Background: an optimization exercise with open tools, aiming at small area, a short achievable clock period and few clock cycles per item. Do not read the settings as production practice.
The RTL was checked by simulation tests, not by an equivalence proof against the original design.
Power is estimated from default activity; no workload was simulated.

==> branch tundra <==
==> flow/design.v (excerpt) <==
module fir_top (
    input         clk,
    input         rst,
    input         coef_we,
    input  [2:0]  coef_addr,
    input  [15:0] coef_data,
    input         x_valid,
    output        x_ready,
    input  [15:0] x_in,
    output        y_valid,
    output [31:0] y
);
assign x_ready = 1'b1;
reg [15:0] h0, h1, h2, h3, h4;
reg [17:1] t0, t1, t2, t3, t4;
reg [15:0] x0, x1, x2, x3, x4;
reg [15:0] data_q;
reg [2:0]  addr_q;
reg        we_q, rst_q, v1, v2;
reg [31:0] y_r;
always @(posedge clk) begin
    data_q <= coef_data;
    addr_q <= coef_addr;
    we_q   <= coef_we & ~rst;
    rst_q  <= rst;
    v1     <= x_valid & ~rst;
    v2     <= v1 & ~rst;
end
wire [17:0] m3 = {2'b00, data_q} + {1'b0, data_q, 1'b0};
wire [15:0] hd = data_q & {16{~rst_q}};
wire [17:1] td = m3[17:1] & {17{~rst_q}};
wire [4:0]  hen;
assign hen[0] = rst_q | (we_q && addr_q == 3'd0);
assign hen[1] = rst_q | (we_q && addr_q == 3'd1);
assign hen[2] = rst_q | (we_q && addr_q == 3'd2);
assign hen[3] = rst_q | (we_q && addr_q == 3'd3);
assign hen[4] = rst_q | (we_q && addr_q == 3'd4);
always @(posedge clk) begin
    if (hen[0]) begin h0 <= hd; t0 <= td; end
    if (hen[1]) begin h1 <= hd; t1 <= td; end
    if (hen[2]) begin h2 <= hd; t2 <= td; end
    if (hen[3]) begin h3 <= hd; t3 <= td; end
    if (hen[4]) begin h4 <= hd; t4 <= td; end
end
always @(posedge clk) begin
    x0 <= x_in;
    if (rst_q) begin
        x1 <= 16'd0; x2 <= 16'd0; x3 <= 16'd0; x4 <= 16'd0;
    end else if (v1) begin
        x1 <= x0; x2 <= x1; x3 <= x2; x4 <= x3;
    end
end
wire [31:0] acc;
  ...
==> flow/config.mk <==
export PLATFORM = sky130hd
export DESIGN_NAME = fir_top
export DESIGN_NICKNAME = fir_top
export VERILOG_FILES = /design/flow/design.v
export SDC_FILE = /design/flow/constraint.sdc
export NUM_CORES = 4
export LEC_CHECK = 0
export CAP_MARGIN = 20
export CORE_MARGIN = 2
export CORE_UTILIZATION = 40
export SLEW_MARGIN = 20
export SYNTH_HIERARCHICAL = 1
export SYNTH_MINIMUM_KEEP_SIZE = 0
==> flow/constraint.sdc <==
create_clock -name core_clock -period 33.0 [get_ports {clk}]
set_input_delay 6.6000 -clock core_clock [delete_from_list [all_inputs] [get_ports {clk}]]
set_output_delay 6.6000 -clock core_clock [all_outputs]
set_load 0.01 [all_outputs]
standard.sh (not shown) runs the stock make flow with config.mk's settings and CLKGATE_MAP_FILE= SYNTH_SCRIPT=/design/flow/synth_recipe.tcl, a recipe that flattens the netlist after the stock synthesis.
==> flow/flow/run.sh <==
#!/bin/bash
# Standard layout (the standard.sh, unchanged synthesis), with these
# changes to how it is made:
#  - ports are buffered with buf_2 instead of the default port buffer cell;
#  - global routing leaves more of met1 free (flow/fastroute.tcl);
#  - clock tree synthesis as ORFS runs it, but without dummy loads.
# Each tool's output is in orfs/logs/; make's own output is in
# standard_flow.log.
set -euo pipefail
MARGIN=25.4
bash standard.sh \
  "BUFFER_PORTS_ARGS=-buffer_cell sky130_fd_sc_hd__buf_2" \
  "SETUP_SLACK_MARGIN=$MARGIN" \
  "SKIP_GATE_CLONING=1" \
  "FASTROUTE_TCL=$PWD/flow/fastroute.tcl" \
  "CTS_ARGS=-sink_clustering_enable -repair_clock_nets -dont_use_dummy_load" \
  finish > standard_flow.log 2>&1
==> flow/flow/fastroute.tcl <==
# Global routing setup: as the platform's fastroute.tcl, but met1 keeps
# more of its capacity free (the cell pins crowd it), so global routes
# move up to met2/met3 and the detailed router has fewer met1 conflicts.
set_global_routing_layer_adjustment met1 0.5
set_global_routing_layer_adjustment met2-met5 0.2

set_routing_layers -clock met3-met5
set_routing_layers -signal met1-met5
==> inputs of branch juniper, as changes to branch tundra <==
==> flow/flow/run.sh (replaced) <==
#!/bin/bash
# Standard layout (the standard.sh, unchanged synthesis), with these
# changes to how it is made:
#  - ports are buffered with buf_2 instead of the default port buffer cell;
#  - global routing leaves more of met1 free (flow/fastroute.tcl).
# Each tool's output is in orfs/logs/; make's own output is in
# standard_flow.log.
set -euo pipefail
MARGIN=25.4
bash standard.sh \
  "BUFFER_PORTS_ARGS=-buffer_cell sky130_fd_sc_hd__buf_2" \
  "SETUP_SLACK_MARGIN=$MARGIN" \
  "SKIP_GATE_CLONING=1" \
  "FASTROUTE_TCL=$PWD/flow/fastroute.tcl" \
  finish > standard_flow.log 2>&1
==> run summary <==
quantity	branch tundra	branch juniper
Status	no timing/DRC/antenna violations	no timing/DRC/antenna violations
Number of antenna violations at the first check in global routing	4	5
Remaining max-slew budget at the tightest pin	0.199	0.186
Worst-margin pin slew	1.19 ns	1.22 ns
Global-route track usage on met3	0.359	0.357
GR Util All Layers	0.458	0.459
Insertion delay to the later sink of the worst-skew pair	0.59 ns	0.61 ns
Power per cell area	111 nW/um^2	112 nW/um^2
Fillcell total	7085	7066
Worst hold-check slack	0.558 ns	0.563 ns
Share of the final layout cell area in multi-input gates	0.685	0.679
End of the worst register-to-register path	y_r[23]	y_r[31]
Hold wc startpoint	x4[15]	x1[1]
Via count of the first global-routing pass	29600	29700
Clock buffer cells	38	52
Critical register-to-register path startpoint	x1[6]	x2[14]
Wl on met1	52600 um	53400 um
Testbench counts of branch tundra, summed over its fixed seeds: cycles 8,256, items 8,192.
Testbench counts of branch juniper, summed over its fixed seeds: cycles 8,256, items 8,192.

-- re-timing with driven ports --
How much do the figures lean on ideal ports? The routed layouts below were timed once more, with nothing changed but the port constraints. Step 1 sets driving cells, clkbuf_16 on the clock port and buf_2 on the other inputs (assumed; they add their load-dependent delay and slew). Step 2 times the ports against the registers' clock, not the clock port: input delays grow and output delays shrink by t, the midpoint of the rising clock arrivals with the driver on. Three values: ideal ports, drivers, drivers and shift; two values: the first two.
run	t, ns	slack for setup (ns)	clock arrival spread, ns	worst slew at a driven data input, ns	pins driven straight from the clock port
branch tundra	0.637	25.366 / 25.301 / 25.601	0.049 / 0.049	0.05	1
branch juniper	0.657	25.340 / 25.275 / 25.572	0.048 / 0.048	0.05	1
After both steps every run listed still meets setup and hold.
